Source: an optimization exercise on an open RTL-to-GDS flow (aim: small area, a short achievable clock period and few clock cycles per item). Production flows keep margins and buffers that such runs may drop. Where RTL was checked, it was by simulation tests only, not by an equivalence proof against the original. The RTL of runs 2 and 3 was laid out without a check of its function. Power and IR drop assume default switching activity.

## flow/design.v (module list and top-level ports; edited modules follow where they fit)
// module booth: 2107 lines
module booth(clk, rst, inp, mtpr, mtpd, done, adds, subs, prod);
  // ...
==> flow/flow/run.sh <==
#!/bin/bash
# The standard layout, with the port buffers that global placement inserts made
# sky130_fd_sc_hd__buf_4 instead of the delay cell buffer_ports picks by default.
set -euo pipefail
export BUFFER_PORTS_ARGS="-buffer_cell sky130_fd_sc_hd__buf_4"
bash standard.sh > flow_make.log 2>&1
==> flow/standard.sh <==
#!/bin/bash
# synth_recipe.tcl (not shown) runs the flow's synth.tcl, then flattens the netlist and writes it again
# the make line also repeats each setting of config.mk as NAME=value (left out here)
make -C /OpenROAD-flow-scripts/flow DESIGN_CONFIG=/design/flow/config.mk WORK_HOME=/design/flow/orfs CLKGATE_MAP_FILE= SYNTH_SCRIPT=/design/flow/synth_recipe.tcl "${@:-finish}"
==> flow/config.mk <==
export PLATFORM = sky130hd
export DESIGN_NAME = booth
export DESIGN_NICKNAME = booth
export VERILOG_FILES = /design/flow/design.v
export SDC_FILE = /design/flow/constraint.sdc
export NUM_CORES = 4
export LEC_CHECK = 0
export CAP_MARGIN = 20
export CORE_MARGIN = 2
export CORE_UTILIZATION = 40
export PLACE_DENSITY = 0.6
export SETUP_SLACK_MARGIN = 0.3
export SLEW_MARGIN = 20
==> flow/constraint.sdc <==
create_clock -name core_clock -period 6.0 [get_ports {clk}]
set_input_delay 1.2000 -clock core_clock [delete_from_list [all_inputs] [get_ports {clk}]]
set_output_delay 1.2000 -clock core_clock [all_outputs]
set_load 0.01 [all_outputs]
==> impl_metrics.py, run 1 <==
metrics = {
    "synthesis": {
        "netlist_area_um2": 29000,
        "synthArstFlopShare_pct": 0,
        "synth_most_common_cell": "xnor2_1",
        "synth_xor_xnor_area_share_pct": 17.3,
        "synth_area_leaders": "fa_1 (32%), xnor2_1 (15%), edfxtp_1 (15%)",
        "syn_avg_cell_area_um2": 10.2,
        "muxShareOfSynthArea_pct": 1.77,
    },
    "placement": {
        "globalplace.congestion": 0.941,
    },
    "layout": {
        "nonClkBufAreaFrac_pct": 5.71,
        "final_core_util_pct": 44.3,
        "seq_cell_count": 144,
    },
    "job": {
        "max_cap_viol_count": 0,
    },
    "floorplan": {
        "rows": 98,
        "initial_core_util_pct": 40.5,
        "die_x_um": 273,
    },
    "pwr": {
        "p_clk_mw": 1.15,
        "p_seq_mw": 2.70,
        "total_power_mw": 23.1,
        "netSwitchingPower_mw": 11.7,
        "peakVddDrop_v": 0.000534,
        "power_density_nw_per_um2": 730,
    },
    "clock_tree": {
        "cts_made_buffers": 17,
        "cts_resized": 7,
    },
    "run_status": {
        "status": "finished clean",
    },
    "timing": {
        "rsz0062_at_grt": "false",
        "maxSlewHeadroom_pct": 33.4,
        "tightest_slew_ns": 0.999,
        "finalHoldViolCount": 0,
    },
    "setup_path": {
        "crit_top_cell": "buf_4",
        "cp.buffers_inverters": 2,
        "cp_num_cells": 13,
    },
    "worst_hold_path": {
        "min_path_type": "input port to flip-flop",
    },
    "global_route": {
        "met1_usage_pct": 35.0,
    },
}
Testbench counts, summed over its fixed seeds: cycles 2,400, items 2,400.
==> run 2, diff against run 1 <==
--- a/flow/design.v
+++ b/flow/design.v
@@ -2097,11 +2097,571 @@
     wire o_130 = q[132] & q[133];
     wire o_131 = q[134] ^ q[135];
     wire o_132 = q[134] & q[135];
     wire o_133 = q[136] ^ q[137];
     wire o_134 = o_133 ^ 1'b1;
     wire o_135 = (q[136] & q[137]) | (o_133 & 1'b1);
     wire [62:0] ta = {q[138], o_134, o_131, o_129, o_127, o_125, o_123, o_121, o_119, o_117, o_115, o_113, o_111, o_109, o_107, o_105, o_103, o_101, o_99, o_97, o_95, o_93, o_90, o_87, o_84, o_81, o_78, o_75, o_72, o_69, o_66, o_63, o_60, o_57, o_54, o_51, o_49, o_47, o_45, o_43, o_41, o_39, o_37, o_35, o_33, o_31, o_29, o_27, o_25, o_23, o_21, o_19, o_17, o_15, o_13, o_11, o_9, o_7, o_5, o_3, o_1, q[2], q[0]};
     wire [62:0] tb = {o_135, o_132, o_130, o_128, o_126, o_124, o_122, o_120, o_118, o_116, o_114, o_112, o_110, o_108, o_106, o_104, o_102, o_100, o_98, o_96, o_94, o_91, o_88, o_85, o_82, o_79, o_76, o_73, o_70, o_67, o_64, o_61, o_58, o_55, o_52, o_50, o_48, o_46, o_44, o_42, o_40, o_38, o_36, o_34, o_32, o_30, o_28, o_26, o_24, o_22, o_20, o_18, o_16, o_14, o_12, o_10, o_8, o_6, o_4, o_2, 1'b0, 1'b0, q[1]};
-    wire [62:0] hi = ta + tb;
+    wire c_0 = ta[0] ^ tb[0];
+    wire c_1 = ta[1] ^ tb[1];
+    wire c_2 = ta[2] ^ tb[2];
+    wire c_3 = ta[3] ^ tb[3];
+    wire c_4 = ta[4] ^ tb[4];
+    wire c_5 = ta[5] ^ tb[5];
+    wire c_6 = ta[6] ^ tb[6];
+    wire c_7 = ta[7] ^ tb[7];
+    wire c_8 = ta[8] ^ tb[8];
+    wire c_9 = ta[9] ^ tb[9];
+    wire c_10 = ta[10] ^ tb[10];
+    wire c_11 = ta[11] ^ tb[11];
+    wire c_12 = ta[12] ^ tb[12];
+    wire c_13 = ta[13] ^ tb[13];
+    wire c_14 = ta[14] ^ tb[14];
+    wire c_15 = ta[15] ^ tb[15];
+    wire c_16 = ta[16] ^ tb[16];
+    wire c_17 = ta[17] ^ tb[17];
+    wire c_18 = ta[18] ^ tb[18];
+    wire c_19 = ta[19] ^ tb[19];
+    wire c_20 = ta[20] ^ tb[20];
+    wire c_21 = ta[21] ^ tb[21];
+    wire c_22 = ta[22] ^ tb[22];
+    wire c_23 = ta[23] ^ tb[23];
+    wire c_24 = ta[24] ^ tb[24];
+    wire c_25 = ta[25] ^ tb[25];
+    wire c_26 = ta[26] ^ tb[26];
+    wire c_27 = ta[27] ^ tb[27];
+    wire c_28 = ta[28] ^ tb[28];
+    wire c_29 = ta[29] ^ tb[29];
+    wire c_30 = ta[30] ^ tb[30];
+    wire c_31 = ta[31] ^ tb[31];
+    wire c_32 = ta[32] ^ tb[32];
+    wire c_33 = ta[33] ^ tb[33];
+    wire c_34 = ta[34] ^ tb[34];
+    wire c_35 = ta[35] ^ tb[35];
+    wire c_36 = ta[36] ^ tb[36];
+    wire c_37 = ta[37] ^ tb[37];
+    wire c_38 = ta[38] ^ tb[38];
+    wire c_39 = ta[39] ^ tb[39];
+    wire c_40 = ta[40] ^ tb[40];
+    wire c_41 = ta[41] ^ tb[41];
+    wire c_42 = ta[42] ^ tb[42];
+    wire c_43 = ta[43] ^ tb[43];
+    wire c_44 = ta[44] ^ tb[44];
+    wire c_45 = ta[45] ^ tb[45];
+    wire c_46 = ta[46] ^ tb[46];
+    wire c_47 = ta[47] ^ tb[47];
+    wire c_48 = ta[48] ^ tb[48];
+    wire c_49 = ta[49] ^ tb[49];
+    wire c_50 = ta[50] ^ tb[50];
+    wire c_51 = ta[51] ^ tb[51];
+    wire c_52 = ta[52] ^ tb[52];
+    wire c_53 = ta[53] ^ tb[53];
+    wire c_54 = ta[54] ^ tb[54];
+    wire c_55 = ta[55] ^ tb[55];
+    wire c_56 = ta[56] ^ tb[56];
+    wire c_57 = ta[57] ^ tb[57];
+    wire c_58 = ta[58] ^ tb[58];
+    wire c_59 = ta[59] ^ tb[59];
+    wire c_60 = ta[60] ^ tb[60];
+    wire c_61 = ta[61] ^ tb[61];
+    wire c_62 = ta[62] ^ tb[62];
+    wire c_63 = ta[0] & tb[0];
+    wire c_64 = ta[1] & tb[1];
+    wire c_65 = ta[2] & tb[2];
+    wire c_66 = ta[3] & tb[3];
+    wire c_67 = ta[4] & tb[4];
+    wire c_68 = ta[5] & tb[5];
+    wire c_69 = ta[6] & tb[6];
+    wire c_70 = ta[7] & tb[7];
+    wire c_71 = ta[8] & tb[8];
+    wire c_72 = ta[9] & tb[9];
+    wire c_73 = ta[10] & tb[10];
+    wire c_74 = ta[11] & tb[11];
+    wire c_75 = ta[12] & tb[12];
+    wire c_76 = ta[13] & tb[13];
+    wire c_77 = ta[14] & tb[14];
+    wire c_78 = ta[15] & tb[15];
+    wire c_79 = ta[16] & tb[16];
+    wire c_80 = ta[17] & tb[17];
+    wire c_81 = ta[18] & tb[18];
+    wire c_82 = ta[19] & tb[19];
+    wire c_83 = ta[20] & tb[20];
+    wire c_84 = ta[21] & tb[21];
+    wire c_85 = ta[22] & tb[22];
+    wire c_86 = ta[23] & tb[23];
+    wire c_87 = ta[24] & tb[24];
+    wire c_88 = ta[25] & tb[25];
+    wire c_89 = ta[26] & tb[26];
+    wire c_90 = ta[27] & tb[27];
+    wire c_91 = ta[28] & tb[28];
+    wire c_92 = ta[29] & tb[29];
+    wire c_93 = ta[30] & tb[30];
+    wire c_94 = ta[31] & tb[31];
+    wire c_95 = ta[32] & tb[32];
+    wire c_96 = ta[33] & tb[33];
+    wire c_97 = ta[34] & tb[34];
+    wire c_98 = ta[35] & tb[35];
+    wire c_99 = ta[36] & tb[36];
+    wire c_100 = ta[37] & tb[37];
+    wire c_101 = ta[38] & tb[38];
+    wire c_102 = ta[39] & tb[39];
+    wire c_103 = ta[40] & tb[40];
+    wire c_104 = ta[41] & tb[41];
+    wire c_105 = ta[42] & tb[42];
+    wire c_106 = ta[43] & tb[43];
+    wire c_107 = ta[44] & tb[44];
+    wire c_108 = ta[45] & tb[45];
+    wire c_109 = ta[46] & tb[46];
+    wire c_110 = ta[47] & tb[47];
+    wire c_111 = ta[48] & tb[48];
+    wire c_112 = ta[49] & tb[49];
+    wire c_113 = ta[50] & tb[50];
+    wire c_114 = ta[51] & tb[51];
+    wire c_115 = ta[52] & tb[52];
+    wire c_116 = ta[53] & tb[53];
+    wire c_117 = ta[54] & tb[54];
+    wire c_118 = ta[55] & tb[55];
+    wire c_119 = ta[56] & tb[56];
+    wire c_120 = ta[57] & tb[57];
+    wire c_121 = ta[58] & tb[58];
+    wire c_122 = ta[59] & tb[59];
+    wire c_123 = ta[60] & tb[60];
+    wire c_124 = ta[61] & tb[61];
+    wire c_125 = ta[62] & tb[62];
+    wire c_126 = c_64 | (c_1 & c_63);
+    wire c_127 = c_1 & c_0;
+    wire c_128 = c_66 | (c_3 & c_65);
+    wire c_129 = c_3 & c_2;
+    wire c_130 = c_68 | (c_5 & c_67);
+    wire c_131 = c_5 & c_4;
+    wire c_132 = c_70 | (c_7 & c_69);
+    wire c_133 = c_7 & c_6;
+    wire c_134 = c_72 | (c_9 & c_71);
+    wire c_135 = c_9 & c_8;
+    wire c_136 = c_74 | (c_11 & c_73);
+    wire c_137 = c_11 & c_10;
+    wire c_138 = c_76 | (c_13 & c_75);
+    wire c_139 = c_13 & c_12;
+    wire c_140 = c_78 | (c_15 & c_77);
+    wire c_141 = c_15 & c_14;
+    wire c_142 = c_80 | (c_17 & c_79);
+    wire c_143 = c_17 & c_16;
+    wire c_144 = c_82 | (c_19 & c_81);
+    wire c_145 = c_19 & c_18;
+    wire c_146 = c_84 | (c_21 & c_83);
+    wire c_147 = c_21 & c_20;
+    wire c_148 = c_86 | (c_23 & c_85);
+    wire c_149 = c_23 & c_22;
+    wire c_150 = c_88 | (c_25 & c_87);
+    wire c_151 = c_25 & c_24;
+    wire c_152 = c_90 | (c_27 & c_89);
+    wire c_153 = c_27 & c_26;
+    wire c_154 = c_92 | (c_29 & c_91);
+    wire c_155 = c_29 & c_28;
+    wire c_156 = c_94 | (c_31 & c_93);
+    wire c_157 = c_31 & c_30;
+    wire c_158 = c_96 | (c_33 & c_95);
+    wire c_159 = c_33 & c_32;
+    wire c_160 = c_98 | (c_35 & c_97);
+    wire c_161 = c_35 & c_34;
+    wire c_162 = c_100 | (c_37 & c_99);
+    wire c_163 = c_37 & c_36;
+    wire c_164 = c_102 | (c_39 & c_101);
+    wire c_165 = c_39 & c_38;
+    wire c_166 = c_104 | (c_41 & c_103);
+    wire c_167 = c_41 & c_40;
+    wire c_168 = c_106 | (c_43 & c_105);
+    wire c_169 = c_43 & c_42;
+    wire c_170 = c_108 | (c_45 & c_107);
+    wire c_171 = c_45 & c_44;
+    wire c_172 = c_110 | (c_47 & c_109);
+    wire c_173 = c_47 & c_46;
+    wire c_174 = c_112 | (c_49 & c_111);
+    wire c_175 = c_49 & c_48;
+    wire c_176 = c_114 | (c_51 & c_113);
+    wire c_177 = c_51 & c_50;
+    wire c_178 = c_116 | (c_53 & c_115);
+    wire c_179 = c_53 & c_52;
+    wire c_180 = c_118 | (c_55 & c_117);
+    wire c_181 = c_55 & c_54;
+    wire c_182 = c_120 | (c_57 & c_119);
+    wire c_183 = c_57 & c_56;
+    wire c_184 = c_122 | (c_59 & c_121);
+    wire c_185 = c_59 & c_58;
+    wire c_186 = c_124 | (c_61 & c_123);
+    wire c_187 = c_61 & c_60;
+    wire c_188 = c_65 | (c_2 & c_126);
+    wire c_189 = c_2 & c_127;
+    wire c_190 = c_128 | (c_129 & c_126);
+    wire c_191 = c_129 & c_127;
+    wire c_192 = c_69 | (c_6 & c_130);
+    wire c_193 = c_6 & c_131;
+    wire c_194 = c_132 | (c_133 & c_130);
+    wire c_195 = c_133 & c_131;
+    wire c_196 = c_73 | (c_10 & c_134);
+    wire c_197 = c_10 & c_135;
+    wire c_198 = c_136 | (c_137 & c_134);
+    wire c_199 = c_137 & c_135;
+    wire c_200 = c_77 | (c_14 & c_138);
+    wire c_201 = c_14 & c_139;
+    wire c_202 = c_140 | (c_141 & c_138);
+    wire c_203 = c_141 & c_139;
+    wire c_204 = c_81 | (c_18 & c_142);
+    wire c_205 = c_18 & c_143;
+    wire c_206 = c_144 | (c_145 & c_142);
+    wire c_207 = c_145 & c_143;
+    wire c_208 = c_85 | (c_22 & c_146);
+    wire c_209 = c_22 & c_147;
+    wire c_210 = c_148 | (c_149 & c_146);
+    wire c_211 = c_149 & c_147;
+    wire c_212 = c_89 | (c_26 & c_150);
+    wire c_213 = c_26 & c_151;
+    wire c_214 = c_152 | (c_153 & c_150);
+    wire c_215 = c_153 & c_151;
+    wire c_216 = c_93 | (c_30 & c_154);
+    wire c_217 = c_30 & c_155;
+    wire c_218 = c_156 | (c_157 & c_154);
+    wire c_219 = c_157 & c_155;
+    wire c_220 = c_97 | (c_34 & c_158);
+    wire c_221 = c_34 & c_159;
+    wire c_222 = c_160 | (c_161 & c_158);
+    wire c_223 = c_161 & c_159;
+    wire c_224 = c_101 | (c_38 & c_162);
+    wire c_225 = c_38 & c_163;
+    wire c_226 = c_164 | (c_165 & c_162);
+    wire c_227 = c_165 & c_163;
+    wire c_228 = c_105 | (c_42 & c_166);
+    wire c_229 = c_42 & c_167;
+    wire c_230 = c_168 | (c_169 & c_166);
+    wire c_231 = c_169 & c_167;
+    wire c_232 = c_109 | (c_46 & c_170);
+    wire c_233 = c_46 & c_171;
+    wire c_234 = c_172 | (c_173 & c_170);
+    wire c_235 = c_173 & c_171;
+    wire c_236 = c_113 | (c_50 & c_174);
+    wire c_237 = c_50 & c_175;
+    wire c_238 = c_176 | (c_177 & c_174);
+    wire c_239 = c_177 & c_175;
+    wire c_240 = c_117 | (c_54 & c_178);
+    wire c_241 = c_54 & c_179;
+    wire c_242 = c_180 | (c_181 & c_178);
+    wire c_243 = c_181 & c_179;
+    wire c_244 = c_121 | (c_58 & c_182);
+    wire c_245 = c_58 & c_183;
+    wire c_246 = c_184 | (c_185 & c_182);
+    wire c_247 = c_185 & c_183;
+    wire c_248 = c_125 | (c_62 & c_186);
+    wire c_249 = c_62 & c_187;
+    wire c_250 = c_67 | (c_4 & c_190);
+    wire c_251 = c_4 & c_191;
+    wire c_252 = c_130 | (c_131 & c_190);
+    wire c_253 = c_131 & c_191;
+    wire c_254 = c_192 | (c_193 & c_190);
+    wire c_255 = c_193 & c_191;
+    wire c_256 = c_194 | (c_195 & c_190);
+    wire c_257 = c_195 & c_191;
+    wire c_258 = c_75 | (c_12 & c_198);
+    wire c_259 = c_12 & c_199;
+    wire c_260 = c_138 | (c_139 & c_198);
+    wire c_261 = c_139 & c_199;
+    wire c_262 = c_200 | (c_201 & c_198);
+    wire c_263 = c_201 & c_199;
+    wire c_264 = c_202 | (c_203 & c_198);
+    wire c_265 = c_203 & c_199;
+    wire c_266 = c_83 | (c_20 & c_206);
+    wire c_267 = c_20 & c_207;
+    wire c_268 = c_146 | (c_147 & c_206);
+    wire c_269 = c_147 & c_207;
+    wire c_270 = c_208 | (c_209 & c_206);
+    wire c_271 = c_209 & c_207;
+    wire c_272 = c_210 | (c_211 & c_206);
+    wire c_273 = c_211 & c_207;
+    wire c_274 = c_91 | (c_28 & c_214);
+    wire c_275 = c_28 & c_215;
+    wire c_276 = c_154 | (c_155 & c_214);
+    wire c_277 = c_155 & c_215;
+    wire c_278 = c_216 | (c_217 & c_214);
+    wire c_279 = c_217 & c_215;
+    wire c_280 = c_218 | (c_219 & c_214);
+    wire c_281 = c_219 & c_215;
+    wire c_282 = c_99 | (c_36 & c_222);
+    wire c_283 = c_36 & c_223;
+    wire c_284 = c_162 | (c_163 & c_222);
+    wire c_285 = c_163 & c_223;
+    wire c_286 = c_224 | (c_225 & c_222);
+    wire c_287 = c_225 & c_223;
+    wire c_288 = c_226 | (c_227 & c_222);
+    wire c_289 = c_227 & c_223;
+    wire c_290 = c_107 | (c_44 & c_230);
+    wire c_291 = c_44 & c_231;
+    wire c_292 = c_170 | (c_171 & c_230);
+    wire c_293 = c_171 & c_231;
+    wire c_294 = c_232 | (c_233 & c_230);
+    wire c_295 = c_233 & c_231;
+    wire c_296 = c_234 | (c_235 & c_230);
+    wire c_297 = c_235 & c_231;
+    wire c_298 = c_115 | (c_52 & c_238);
+    wire c_299 = c_52 & c_239;
+    wire c_300 = c_178 | (c_179 & c_238);
+    wire c_301 = c_179 & c_239;
+    wire c_302 = c_240 | (c_241 & c_238);
+    wire c_303 = c_241 & c_239;
+    wire c_304 = c_242 | (c_243 & c_238);
+    wire c_305 = c_243 & c_239;
+    wire c_306 = c_123 | (c_60 & c_246);
+    wire c_307 = c_60 & c_247;
+    wire c_308 = c_186 | (c_187 & c_246);
+    wire c_309 = c_187 & c_247;
+    wire c_310 = c_248 | (c_249 & c_246);
+    wire c_311 = c_249 & c_247;
+    wire c_312 = c_71 | (c_8 & c_256);
+    wire c_313 = c_8 & c_257;
+    wire c_314 = c_134 | (c_135 & c_256);
+    wire c_315 = c_135 & c_257;
+    wire c_316 = c_196 | (c_197 & c_256);
+    wire c_317 = c_197 & c_257;
+    wire c_318 = c_198 | (c_199 & c_256);
+    wire c_319 = c_199 & c_257;
+    wire c_320 = c_258 | (c_259 & c_256);
+    wire c_321 = c_259 & c_257;
+    wire c_322 = c_260 | (c_261 & c_256);
+    wire c_323 = c_261 & c_257;
+    wire c_324 = c_262 | (c_263 & c_256);
+    wire c_325 = c_263 & c_257;
+    wire c_326 = c_264 | (c_265 & c_256);
+    wire c_327 = c_265 & c_257;
+    wire c_328 = c_87 | (c_24 & c_272);
+    wire c_329 = c_24 & c_273;
+    wire c_330 = c_150 | (c_151 & c_272);
+    wire c_331 = c_151 & c_273;
+    wire c_332 = c_212 | (c_213 & c_272);
+    wire c_333 = c_213 & c_273;
+    wire c_334 = c_214 | (c_215 & c_272);
+    wire c_335 = c_215 & c_273;
+    wire c_336 = c_274 | (c_275 & c_272);
+    wire c_337 = c_275 & c_273;
+    wire c_338 = c_276 | (c_277 & c_272);
+    wire c_339 = c_277 & c_273;
+    wire c_340 = c_278 | (c_279 & c_272);
+    wire c_341 = c_279 & c_273;
+    wire c_342 = c_280 | (c_281 & c_272);
+    wire c_343 = c_281 & c_273;
+    wire c_344 = c_103 | (c_40 & c_288);
+    wire c_345 = c_40 & c_289;
+    wire c_346 = c_166 | (c_167 & c_288);
+    wire c_347 = c_167 & c_289;
+    wire c_348 = c_228 | (c_229 & c_288);
+    wire c_349 = c_229 & c_289;
+    wire c_350 = c_230 | (c_231 & c_288);
+    wire c_351 = c_231 & c_289;
+    wire c_352 = c_290 | (c_291 & c_288);
+    wire c_353 = c_291 & c_289;
+    wire c_354 = c_292 | (c_293 & c_288);
+    wire c_355 = c_293 & c_289;
+    wire c_356 = c_294 | (c_295 & c_288);
+    wire c_357 = c_295 & c_289;
+    wire c_358 = c_296 | (c_297 & c_288);
+    wire c_359 = c_297 & c_289;
+    wire c_360 = c_119 | (c_56 & c_304);
+    wire c_361 = c_56 & c_305;
+    wire c_362 = c_182 | (c_183 & c_304);
+    wire c_363 = c_183 & c_305;
+    wire c_364 = c_244 | (c_245 & c_304);
+    wire c_365 = c_245 & c_305;
+    wire c_366 = c_246 | (c_247 & c_304);
+    wire c_367 = c_247 & c_305;
+    wire c_368 = c_306 | (c_307 & c_304);
+    wire c_369 = c_307 & c_305;
+    wire c_370 = c_308 | (c_309 & c_304);
+    wire c_371 = c_309 & c_305;
+    wire c_372 = c_310 | (c_311 & c_304);
+    wire c_373 = c_311 & c_305;
+    wire c_374 = c_79 | (c_16 & c_326);
+    wire c_375 = c_16 & c_327;
+    wire c_376 = c_142 | (c_143 & c_326);
+    wire c_377 = c_143 & c_327;
+    wire c_378 = c_204 | (c_205 & c_326);
+    wire c_379 = c_205 & c_327;
+    wire c_380 = c_206 | (c_207 & c_326);
+    wire c_381 = c_207 & c_327;
+    wire c_382 = c_266 | (c_267 & c_326);
+    wire c_383 = c_267 & c_327;
+    wire c_384 = c_268 | (c_269 & c_326);
+    wire c_385 = c_269 & c_327;
+    wire c_386 = c_270 | (c_271 & c_326);
+    wire c_387 = c_271 & c_327;
+    wire c_388 = c_272 | (c_273 & c_326);
+    wire c_389 = c_273 & c_327;
+    wire c_390 = c_328 | (c_329 & c_326);
+    wire c_391 = c_329 & c_327;
+    wire c_392 = c_330 | (c_331 & c_326);
+    wire c_393 = c_331 & c_327;
+    wire c_394 = c_332 | (c_333 & c_326);
+    wire c_395 = c_333 & c_327;
+    wire c_396 = c_334 | (c_335 & c_326);
+    wire c_397 = c_335 & c_327;
+    wire c_398 = c_336 | (c_337 & c_326);
+    wire c_399 = c_337 & c_327;
+    wire c_400 = c_338 | (c_339 & c_326);
+    wire c_401 = c_339 & c_327;
+    wire c_402 = c_340 | (c_341 & c_326);
+    wire c_403 = c_341 & c_327;
+    wire c_404 = c_342 | (c_343 & c_326);
+    wire c_405 = c_343 & c_327;
+    wire c_406 = c_111 | (c_48 & c_358);
+    wire c_407 = c_48 & c_359;
+    wire c_408 = c_174 | (c_175 & c_358);
+    wire c_409 = c_175 & c_359;
+    wire c_410 = c_236 | (c_237 & c_358);
+    wire c_411 = c_237 & c_359;
+    wire c_412 = c_238 | (c_239 & c_358);
+    wire c_413 = c_239 & c_359;
+    wire c_414 = c_298 | (c_299 & c_358);
+    wire c_415 = c_299 & c_359;
+    wire c_416 = c_300 | (c_301 & c_358);
+    wire c_417 = c_301 & c_359;
+    wire c_418 = c_302 | (c_303 & c_358);
+    wire c_419 = c_303 & c_359;
+    wire c_420 = c_304 | (c_305 & c_358);
+    wire c_421 = c_305 & c_359;
+    wire c_422 = c_360 | (c_361 & c_358);
+    wire c_423 = c_361 & c_359;
+    wire c_424 = c_362 | (c_363 & c_358);
+    wire c_425 = c_363 & c_359;
+    wire c_426 = c_364 | (c_365 & c_358);
+    wire c_427 = c_365 & c_359;
+    wire c_428 = c_366 | (c_367 & c_358);
+    wire c_429 = c_367 & c_359;
+    wire c_430 = c_368 | (c_369 & c_358);
+    wire c_431 = c_369 & c_359;
+    wire c_432 = c_370 | (c_371 & c_358);
+    wire c_433 = c_371 & c_359;
+    wire c_434 = c_372 | (c_373 & c_358);
+    wire c_435 = c_373 & c_359;
+    wire c_436 = c_95 | (c_32 & c_404);
+    wire c_437 = c_32 & c_405;
+    wire c_438 = c_158 | (c_159 & c_404);
+    wire c_439 = c_159 & c_405;
+    wire c_440 = c_220 | (c_221 & c_404);
+    wire c_441 = c_221 & c_405;
+    wire c_442 = c_222 | (c_223 & c_404);
+    wire c_443 = c_223 & c_405;
+    wire c_444 = c_282 | (c_283 & c_404);
+    wire c_445 = c_283 & c_405;
+    wire c_446 = c_284 | (c_285 & c_404);
+    wire c_447 = c_285 & c_405;
+    wire c_448 = c_286 | (c_287 & c_404);
+    wire c_449 = c_287 & c_405;
+    wire c_450 = c_288 | (c_289 & c_404);
+    wire c_451 = c_289 & c_405;
+    wire c_452 = c_344 | (c_345 & c_404);
+    wire c_453 = c_345 & c_405;
+    wire c_454 = c_346 | (c_347 & c_404);
+    wire c_455 = c_347 & c_405;
+    wire c_456 = c_348 | (c_349 & c_404);
+    wire c_457 = c_349 & c_405;
+    wire c_458 = c_350 | (c_351 & c_404);
+    wire c_459 = c_351 & c_405;
+    wire c_460 = c_352 | (c_353 & c_404);
+    wire c_461 = c_353 & c_405;
+    wire c_462 = c_354 | (c_355 & c_404);
+    wire c_463 = c_355 & c_405;
+    wire c_464 = c_356 | (c_357 & c_404);
+    wire c_465 = c_357 & c_405;
+    wire c_466 = c_358 | (c_359 & c_404);
+    wire c_467 = c_359 & c_405;
+    wire c_468 = c_406 | (c_407 & c_404);
+    wire c_469 = c_407 & c_405;
+    wire c_470 = c_408 | (c_409 & c_404);
+    wire c_471 = c_409 & c_405;
+    wire c_472 = c_410 | (c_411 & c_404);
+    wire c_473 = c_411 & c_405;
+    wire c_474 = c_412 | (c_413 & c_404);
+    wire c_475 = c_413 & c_405;
+    wire c_476 = c_414 | (c_415 & c_404);
+    wire c_477 = c_415 & c_405;
+    wire c_478 = c_416 | (c_417 & c_404);
+    wire c_479 = c_417 & c_405;
+    wire c_480 = c_418 | (c_419 & c_404);
+    wire c_481 = c_419 & c_405;
+    wire c_482 = c_420 | (c_421 & c_404);
+    wire c_483 = c_421 & c_405;
+    wire c_484 = c_422 | (c_423 & c_404);
+    wire c_485 = c_423 & c_405;
+    wire c_486 = c_424 | (c_425 & c_404);
+    wire c_487 = c_425 & c_405;
+    wire c_488 = c_426 | (c_427 & c_404);
+    wire c_489 = c_427 & c_405;
+    wire c_490 = c_428 | (c_429 & c_404);
+    wire c_491 = c_429 & c_405;
+    wire c_492 = c_430 | (c_431 & c_404);
+    wire c_493 = c_431 & c_405;
+    wire c_494 = c_432 | (c_433 & c_404);
+    wire c_495 = c_433 & c_405;
+    wire c_496 = c_434 | (c_435 & c_404);
+    wire c_497 = c_435 & c_405;
+    wire c_498 = c_1 ^ c_63;
+    wire c_499 = c_2 ^ c_126;
+    wire c_500 = c_3 ^ c_188;
+    wire c_501 = c_4 ^ c_190;
+    wire c_502 = c_5 ^ c_250;
+    wire c_503 = c_6 ^ c_252;
+    wire c_504 = c_7 ^ c_254;
+    wire c_505 = c_8 ^ c_256;
+    wire c_506 = c_9 ^ c_312;
+    wire c_507 = c_10 ^ c_314;
+    wire c_508 = c_11 ^ c_316;
+    wire c_509 = c_12 ^ c_318;
+    wire c_510 = c_13 ^ c_320;
+    wire c_511 = c_14 ^ c_322;
+    wire c_512 = c_15 ^ c_324;
+    wire c_513 = c_16 ^ c_326;
+    wire c_514 = c_17 ^ c_374;
+    wire c_515 = c_18 ^ c_376;
+    wire c_516 = c_19 ^ c_378;
+    wire c_517 = c_20 ^ c_380;
+    wire c_518 = c_21 ^ c_382;
+    wire c_519 = c_22 ^ c_384;
+    wire c_520 = c_23 ^ c_386;
+    wire c_521 = c_24 ^ c_388;
+    wire c_522 = c_25 ^ c_390;
+    wire c_523 = c_26 ^ c_392;
+    wire c_524 = c_27 ^ c_394;
+    wire c_525 = c_28 ^ c_396;
+    wire c_526 = c_29 ^ c_398;
+    wire c_527 = c_30 ^ c_400;
+    wire c_528 = c_31 ^ c_402;
+    wire c_529 = c_32 ^ c_404;
+    wire c_530 = c_33 ^ c_436;
+    wire c_531 = c_34 ^ c_438;
+    wire c_532 = c_35 ^ c_440;
+    wire c_533 = c_36 ^ c_442;
+    wire c_534 = c_37 ^ c_444;
+    wire c_535 = c_38 ^ c_446;
+    wire c_536 = c_39 ^ c_448;
+    wire c_537 = c_40 ^ c_450;
+    wire c_538 = c_41 ^ c_452;
+    wire c_539 = c_42 ^ c_454;
+    wire c_540 = c_43 ^ c_456;
+    wire c_541 = c_44 ^ c_458;
+    wire c_542 = c_45 ^ c_460;
+    wire c_543 = c_46 ^ c_462;
+    wire c_544 = c_47 ^ c_464;
+    wire c_545 = c_48 ^ c_466;
+    wire c_546 = c_49 ^ c_468;
+    wire c_547 = c_50 ^ c_470;
+    wire c_548 = c_51 ^ c_472;
+    wire c_549 = c_52 ^ c_474;
+    wire c_550 = c_53 ^ c_476;
+    wire c_551 = c_54 ^ c_478;
+    wire c_552 = c_55 ^ c_480;
+    wire c_553 = c_56 ^ c_482;
+    wire c_554 = c_57 ^ c_484;
+    wire c_555 = c_58 ^ c_486;
+    wire c_556 = c_59 ^ c_488;
+    wire c_557 = c_60 ^ c_490;
+    wire c_558 = c_61 ^ c_492;
+    wire c_559 = c_62 ^ c_494;
+    wire [62:0] hi = {c_559, c_558, c_557, c_556, c_555, c_554, c_553, c_552, c_551, c_550, c_549, c_548, c_547, c_546, c_545, c_544, c_543, c_542, c_541, c_540, c_539, c_538, c_537, c_536, c_535, c_534, c_533, c_532, c_531, c_530, c_529, c_528, c_527, c_526, c_525, c_524, c_523, c_522, c_521, c_520, c_519, c_518, c_517, c_516, c_515, c_514, c_513, c_512, c_511, c_510, c_509, c_508, c_507, c_506, c_505, c_504, c_503, c_502, c_501, c_500, c_499, c_498, c_0};
     assign prod = {hi[62], hi};
 endmodule
==> run 2 against run 1 <==
Effect of this change: critical endpoint is now prod[26]; still clean; synthesized area down 1.1%; critical path type unchanged; largest cell class unchanged; global-route usage about the same; sequential power about the same; worst hold slack worse by 0.14 ns.
==> impl_metrics.py, run 2 <==
metrics = {
    "run_status": {
        "status": "finished clean",
    },
    "floorplan": {
        "die_height_um": 272,
        "die_x_um": 272,
        "ios": 144,
        "dieArea_um2": 73900,
        "initial_core_util_pct": 40.3,
        "rows": 98,
        "core-area_um2": 71200,
    },
    "timing": {
        "tightest_slew_ns": 0.796,
        "setup_ws_ns": 0.449,
        "maxSlewHeadroom_pct": 46.9,
        "period_minus_slack_ns": 5.55,
        "slew_viol_final": 0,
        "fmax_ghz": 0.180,
        "setup_viol": 0,
        "tns_ns": 0,
        "fin_crit_sh_pct": 92.5,
        "finalHoldViolCount": 0,
        "rsz0062_at_grt": "true",
    },
    "setup_path": {
        "cp-end-kind": "output pin",
        "critical_path_class": "flip-flop to output pin",
        "cp.required_ns": 4.80,
        "crit_arrival_ns": 4.35,
        "worstSetupStartpointType": "flip-flop",
        "crit_path_max_fanout": 4,
    },
    "layout": {
        "diodes": 0,
        "syn_to_final_growth_pct": 7.41,
        "top_regs": "q (139), half (4), sgn (1)",
        "design_area_um2": 30800,
        "regMostFlops": "q",
        "layout_common_cells": "xnor2_1 (490), fa_1 (461), a22oi_1 (440)",
        "drive_gt1_share_pct": 12.5,
        "final_common_cell": "xnor2_1",
        "fillers": 6670,
        "largest_reg_flops": 139,
        "nNetsFinal": 3348,
    },
    "synthesis": {
        "ys_seq_elements": 144,
        "ys_top_cells_by_count": "xnor2_1 (490), fa_1 (461), a22oi_1 (440)",
        "netlist.area_leader.share_pct": 32.2,
        "synthFlopType": "edfxtp_1",
        "syn_avg_cell_area_um2": 10.5,
        "yosysUniqueCellTypes": 67,
        "synth_area_leader_cell": "fa_1",
        "yosys_warnings": 1,
        "synth_area_leaders": "fa_1 (32%), edfxtp_1 (15%), xnor2_1 (15%)",
        "synthArstFlopShare_pct": 0,
        "netlist_instances": 2737,
        "synth_most_common_cell": "xnor2_1",
        "synth-edff-count": 144,
        "yosysSeqAreaShare_pct": 15.1,
        "netlist_area_um2": 28700,
    },
    "clock_tree": {
        "cts-root-buf": "clkbuf_16",
        "cts_tree": "yes",
        "htree_levels": 4,
        "ctsHoldBuffers": 0,
        "cts_made_buffers": 17,
        "clk_pin_slew_worst_paths_ns": 0.06,
        "clkSinkCount": 144,
        "cts_buffer_depth": 2,
    },
    "pwr": {
        "peakVddDrop_v": 0.00110,
        "power_leakage_nw": 12.2,
        "power_density_nw_per_um2": 687,
    },
    "worst_hold_path": {
        "hold_depth": 1,
        "hp-start": "mtpr[3]",
        "min_path_type": "input port to flip-flop",
        "hold_end": "q[5]",
    },
    "global_route": {
        "first_global_vias": 23300,
        "antenna_found_initial": 0,
        "grt_max_degree": 76,
        "grt_pass1_wl_um": 145000,
        "track_usage_pct": 26.3,
        "overflow": 0,
    },
    "placement": {
        "post-place-ws_ns": 0.345,
        "globalplace.congestion": 0.945,
        "hpwl_um": 68200,
        "placed_area_um2": 30200,
        "numPortBuffers": 137,
    },
    "drt": {
        "dr.pass1.iters": 6,
        "drt-total-wl_um": 95000,
        "detail-route-antenna-nets": 0,
        "drt_iter0_markers": 2609,
        "vias_per_cell": 6.00,
        "drc": 0,
        "route.vias.total": 21700,
        "post_drt_wl_per_cell_um": 26.2,
    },
    "job": {
        "max_cap_viol_count": 0,
    },
}
-- run 2: cell count changes in the layout (fill, tap and decap cells not counted), moves of 14 or more --
cell	delta
a21oi_1	-51
xor2_1	-35
nand2b_1	+15
o21ai_0	-30
a21o_1	-15
nand2_1	-33
xnor2_1	-14
-- run 2: logic make-up (layout without fill, tap and decap cells) --
| logic type | after synthesis | after routing | share of synthesized area (%) |
|---|---|---|---|
| AO/OA/AOI/OAI | 604 | 604 | 15.6 |
| XOR/XNOR | 523 | 523 | 16.0 |
| adder cells (fa/ha/maj) | 621 | 621 | 39.2 |
| buffers and inverters | 598 | 532 | 8.75 |
| flip-flops | 144 | 144 | 15.1 |
| multiplexers | 57 | 57 | 2.11 |
| other | 2 | 4 | 0.0262 |
| AND/OR/NAND/NOR | 188 | 188 | 3.31 |
-- run 2: repair_timing --
action,in CTS,in global routing
cloned,0,0
buffers inserted,0,0
resized for setup,2,2
setup endpoints to repair,3,9
-- run 2: through the flow --
step	hold WS (ns)	power, mW	util (%)	instances
after floorplan	1.30	15.3	-	2739
after global placement	1.51	19.9	42.4	3591
after detailed placement	1.51	20.0	42.4	3591
after CTS	0.960	21.4	43.2	3623
after global routing	0.976	23.5	43.2	3623
final	1.00	21.2	43.2	3623
-- run 2: worst max path at each step --
| stage | startpoint | endpoint | slack (ns) | cells past startpoint |
|---|---|---|---|---|
| finish | q[3] | prod[26] | 0.45 | 11 |
| floorplan | mtpr[17] | q[91] | 0.32 | 15 |
| global placement | mtpr[5] | q[49] | 0.38 | 13 |
| detailed placement | mtpr[5] | q[91] | 0.35 | 14 |
| global route | q[3] | prod[26] | 0.30 | 11 |
| CTS | q[3] | prod[26] | 0.30 | 11 |
-- run 2: cell type report --
cell class,instances,area [µm²],area share (%)
clock buffers,18,429,1.39
clock inverters,14,133,0.431
repair buffers,221,1700,5.52
inverters,279,1050,3.40
multi-input cells,1997,22000,71.4
flip-flops and latches,144,4320,14.0
well taps,950,1190,3.86
-- run 2: critical path, cell delays in order (launching register included) --
cell and delay [ns]:
edfxtp_1 0.40, fa_1 0.45, ha_1 0.34, a31oi_2 0.16
a221oi_4 0.47, nand2_1 0.31, a211oi_1 0.44, o21bai_2 0.30
a21boi_1 0.30, nor2_1 0.11, o311ai_2 0.35, buf_4 0.20
-- run 2: routing by layer --
layer  GRT usage [%]  vias up  part of all wire [%]
li1                -     9025                     -
met3            7.66      252                    11
met1            34.7    11100                    40
met4            11.3        0                   4.1
met2            40.3     1363                    45
met5               0        -                     0
-- run 2: where the power goes --
part	switching, mW	internal, mW	total, mW
clock network	0.492	0.573	1.06
registers	0.190	2.51	2.70
logic	9.68	7.71	17.4
==> run 3, diff against run 2 <==
==> flow/flow/run.sh (replaced) <==
#!/bin/bash
# The standard layout (standard.sh) with two changes:
#  - synthesis runs Yosys's synth with -noabc, so the early "abc -fast" does not remap the
#    generated adder trees before extract_fa; the full adders then come out without the
#    inverters that the remapped polarity needs. Everything else in the synthesis script
#    (synth_recipe.tcl, ORFS synth.tcl, flatten, renaming) is unchanged, so are the registers.
#  - the port buffers that global placement inserts are sky130_fd_sc_hd__buf_4 instead of
#    the delay cell buffer_ports picks by default.
# Each tool's output goes to its own log in this folder (make's to flow_make.log; ORFS
# keeps per-step logs under orfs/logs).
set -euo pipefail
here=$(pwd)
sed 's/yosys synth -nofsm -noshare /yosys synth -nofsm -noshare -noabc /' synth_recipe.tcl > my_synth.tcl
grep -q -- '-noabc' my_synth.tcl
sed "s#SYNTH_SCRIPT=[^ ]*#SYNTH_SCRIPT=$here/my_synth.tcl#" standard.sh > my_standard.sh
grep -q "SYNTH_SCRIPT=$here/my_synth.tcl" my_standard.sh
export BUFFER_PORTS_ARGS="-buffer_cell sky130_fd_sc_hd__buf_4"
bash my_standard.sh > flow_make.log 2>&1
==> run 3 against run 2 <==
Effect of this change: still clean on timing, DRC and antenna; combinational power shrank 11%; synthesized area shrank 3.2%; worst setup slack gained 0.12 ns; synthesized cell count shrank 8.3%; clock-buffer cell count shrank 1; first-iteration DRC count shrank 11%; utilization grew 0.35 points; final cell count shrank 7.0%; sequential share of layout area grew 0.42 points; critical path depth grew 1; global-route usage shrank 2.1 points; wire length shrank 11%.
==> impl_metrics.py, run 3 <==
metrics = {
    "synthesis": {
        "synthFlopType": "edfxtp_1",
        "ys_top_cells_by_count": "xnor2_1 (523), a22oi_1 (465), fa_1 (462)",
        "yosys_warnings": 1,
        "netlist_instances": 2510,
        "synth-edff-count": 144,
        "yosysSeqAreaShare_pct": 15.6,
        "ys_seq_elements": 144,
        "syn_avg_cell_area_um2": 11.1,
        "netlist.area_leader.share_pct": 33.3,
        "synthArstFlopShare_pct": 0,
        "synth_area_leaders": "fa_1 (33%), xnor2_1 (17%), edfxtp_1 (16%)",
        "synth_area_leader_cell": "fa_1",
        "netlist_area_um2": 27800,
        "synth_most_common_cell": "xnor2_1",
        "yosysUniqueCellTypes": 60,
    },
    "floorplan": {
        "rows": 96,
        "die_x_um": 267,
        "initial_core_util_pct": 40.5,
        "dieArea_um2": 71500,
        "ios": 144,
        "core-area_um2": 68600,
        "die_height_um": 267,
    },
    "pwr": {
        "total_power_mw": 19.3,
        "peakVddDrop_v": 0.000609,
        "power_leakage_nw": 11.2,
        "power_density_nw_per_um2": 644,
    },
    "setup_path": {
        "cp-end-kind": "output pin",
        "critical_path_class": "flip-flop to output pin",
        "cp.required_ns": 4.80,
        "crit_arrival_ns": 4.23,
        "worstSetupStartpointType": "flip-flop",
        "crit_path_max_fanout": 4,
    },
    "timing": {
        "rsz0062_at_grt": "false",
        "tns_ns": 0,
        "fin_crit_sh_pct": 90.5,
        "setup_ws_ns": 0.571,
        "maxSlewHeadroom_pct": 51.8,
        "finalHoldViolCount": 0,
        "setup_viol": 0,
        "tightest_slew_ns": 0.724,
        "period_minus_slack_ns": 5.43,
        "fmax_ghz": 0.184,
        "holdWs_ns": 0.968,
        "slew_viol_final": 0,
    },
    "drt": {
        "route.vias.total": 20100,
        "post_drt_wl_per_cell_um": 25.0,
        "drc": 0,
        "drt_iter0_markers": 2319,
        "vias_per_cell": 5.97,
        "drt-total-wl_um": 84200,
        "dr.pass1.iters": 7,
        "detail-route-antenna-nets": 0,
    },
    "clock_tree": {
        "ctsHoldBuffers": 0,
        "htree_levels": 4,
        "cts_buffer_depth": 2,
        "clkSinkCount": 144,
        "clk_pin_slew_worst_paths_ns": 0.06,
        "cts-root-buf": "clkbuf_16",
        "cts_made_buffers": 17,
        "cts_tree": "yes",
    },
    "placement": {
        "globalplace.congestion": 0.882,
        "placed_area_um2": 29200,
        "numPortBuffers": 137,
        "post-place-cells": 3334,
        "post-place-ws_ns": 0.416,
        "hpwl_um": 61400,
    },
    "worst_hold_path": {
        "hp-start": "mtpr[1]",
        "hold_end": "q[1]",
        "min_path_type": "input port to flip-flop",
        "hold_depth": 1,
    },
    "layout": {
        "nNetsFinal": 3111,
        "layout_common_cells": "xnor2_1 (523), a22oi_1 (465), fa_1 (462)",
        "final_common_cell": "xnor2_1",
        "top_regs": "q (139), half (4), sgn (1)",
        "drive_gt1_share_pct": 12.8,
        "syn_to_final_growth_pct": 7.74,
        "design_area_um2": 29900,
        "regMostFlops": "q",
        "largest_reg_flops": 139,
        "final_core_util_pct": 43.6,
        "stdcell_count": 3370,
    },
    "global_route": {
        "overflow": 0,
        "first_global_vias": 21600,
        "antenna_found_initial": 3,
        "track_usage_pct": 24.3,
        "grt_max_degree": 62,
        "grt_pass1_wl_um": 132000,
    },
    "job": {
        "max_cap_viol_count": 0,
    },
    "run_status": {
        "status": "finished clean",
    },
}
run 3: cell count changes after synthesis, moves of 10 or more:
cell      before  now
mux2i_1       30    8
o21ai_0       38   28
mux2_2        27   38
buf_1         33   23
a211oi_1      13    2
inv_1        264  113
a31oi_1       13    2
xnor2_1      490  523
clkbuf_1     216  230
inv_2         12    0
a22oi_1      440  465
nand3_1       24   12
nand2b_1      21    5
nand2_1       49   35
run 3: worst max path at each step:
stage                  start  endpoint  slack, ns
floorplan            mtpr[3]     q[67]       0.39
global placement    mtpr[17]    q[111]       0.47
detailed placement  mtpr[17]    q[111]       0.42
CTS                     q[3]  prod[60]       0.31
global route           q[59]  prod[47]       0.34
finish                  q[3]  prod[60]       0.57
run 3: final cells by class:
type                       instances  area [µm²]
clock buffer                      17         425
inverter                         113         424
antenna                            3        7.51
tap                              931        1160
fill                            6385       38700
sequential                       144        4320
multi-input combinational       1934       21700
timing repair buffer             213        1670
clock inverter                    15         204
run 3: kinds of logic (layout without fill, tap and decap cells):
logic type                 Yosys count  after routing  synth area share, %
AOI/OAI and AO/OA                  582            582                 15.5
xor gates and xnor gates           559            559                 17.6
adders and majority gates          621            621                 40.5
buffers and inverters              434            358                 6.79
DFF                                144            144                 15.6
muxes                               46             46                 1.83
other                                2              7               0.0271
and+or+nand+nor                    122            122                 2.13
run 3: per-layer routing:
metal  part of all wire [%]  vias to the layer above  global-route usage, %
li1                       -                     8426                      -
met1                     39                    10400                   30.9
met5                      0                        -                      0
met2                     48                     1089                   39.8
met3                    8.8                      199                   5.48
met4                    3.9                        0                   9.98
run 3: power breakdown:
group / internal [mW] / total [mW] / switching [mW]
sequential: 2.52 / 2.72 / 0.196
clock: 0.698 / 1.17 / 0.468
combinational: 7.20 / 15.4 / 8.17
run 3: repair_timing:
item / 4_1_cts / 5_1_grt
setup buffers: 0 / 1
gates resized for setup: 0 / 4
endpoints found under the setup margin: 0 / 7
run 3: worst max-delay path, cell delays in order, from the launching register on:
cell and delay [ns]:
edfxtp_1 0.40, fa_1 0.46, ha_1 0.33, nand3_1 0.12
a22oi_2 0.37, a32oi_2 0.25, o211ai_4 0.37, a22oi_4 0.21
or3_4 0.49, a21boi_1 0.18, o21ai_1 0.08, a211oi_1 0.28
buf_4 0.19

afterwards: timing with drivers on the ports:
The flow's constraints put no driver on any port. The routed layouts listed below were extracted and timed again, unchanged, in two steps.
Step 1 (the two cells are an assumption about what drives the block):
set clk [get_ports {clk}]
set_driving_cell -lib_cell sky130_fd_sc_hd__clkbuf_16 $clk
set_driving_cell -lib_cell sky130_fd_sc_hd__buf_2 [delete_from_list [all_inputs] $clk]
Step 2 moves the port delays by t, midway between the first and last clock arrival at a register: inputs arrive t later, outputs are due t later. That takes back most of the time a late clock gives input paths.
Slacks: ideal ports / drivers / drivers and shift; pairs: ideal ports / drivers.
run	t (ns)	setup WS [ns]	worst setup path at the end	slew at the worst register clock pin (ns)	pins driven straight from the clock port
run 1	0.536	0.403 / 0.340 / 0.311	input to register	0.07 / 0.07	1
run 2	0.565	0.449 / 0.383 / 0.335	input to register	0.08 / 0.08	1
run 3	0.548	0.571 / 0.508 / 0.374	input to register	0.07 / 0.07	1
After both steps setup and hold are still met in every run listed. For run 3, which loses most, drivers alone change the setup slack by -0.063 ns; drivers and shift together by -0.197 ns.
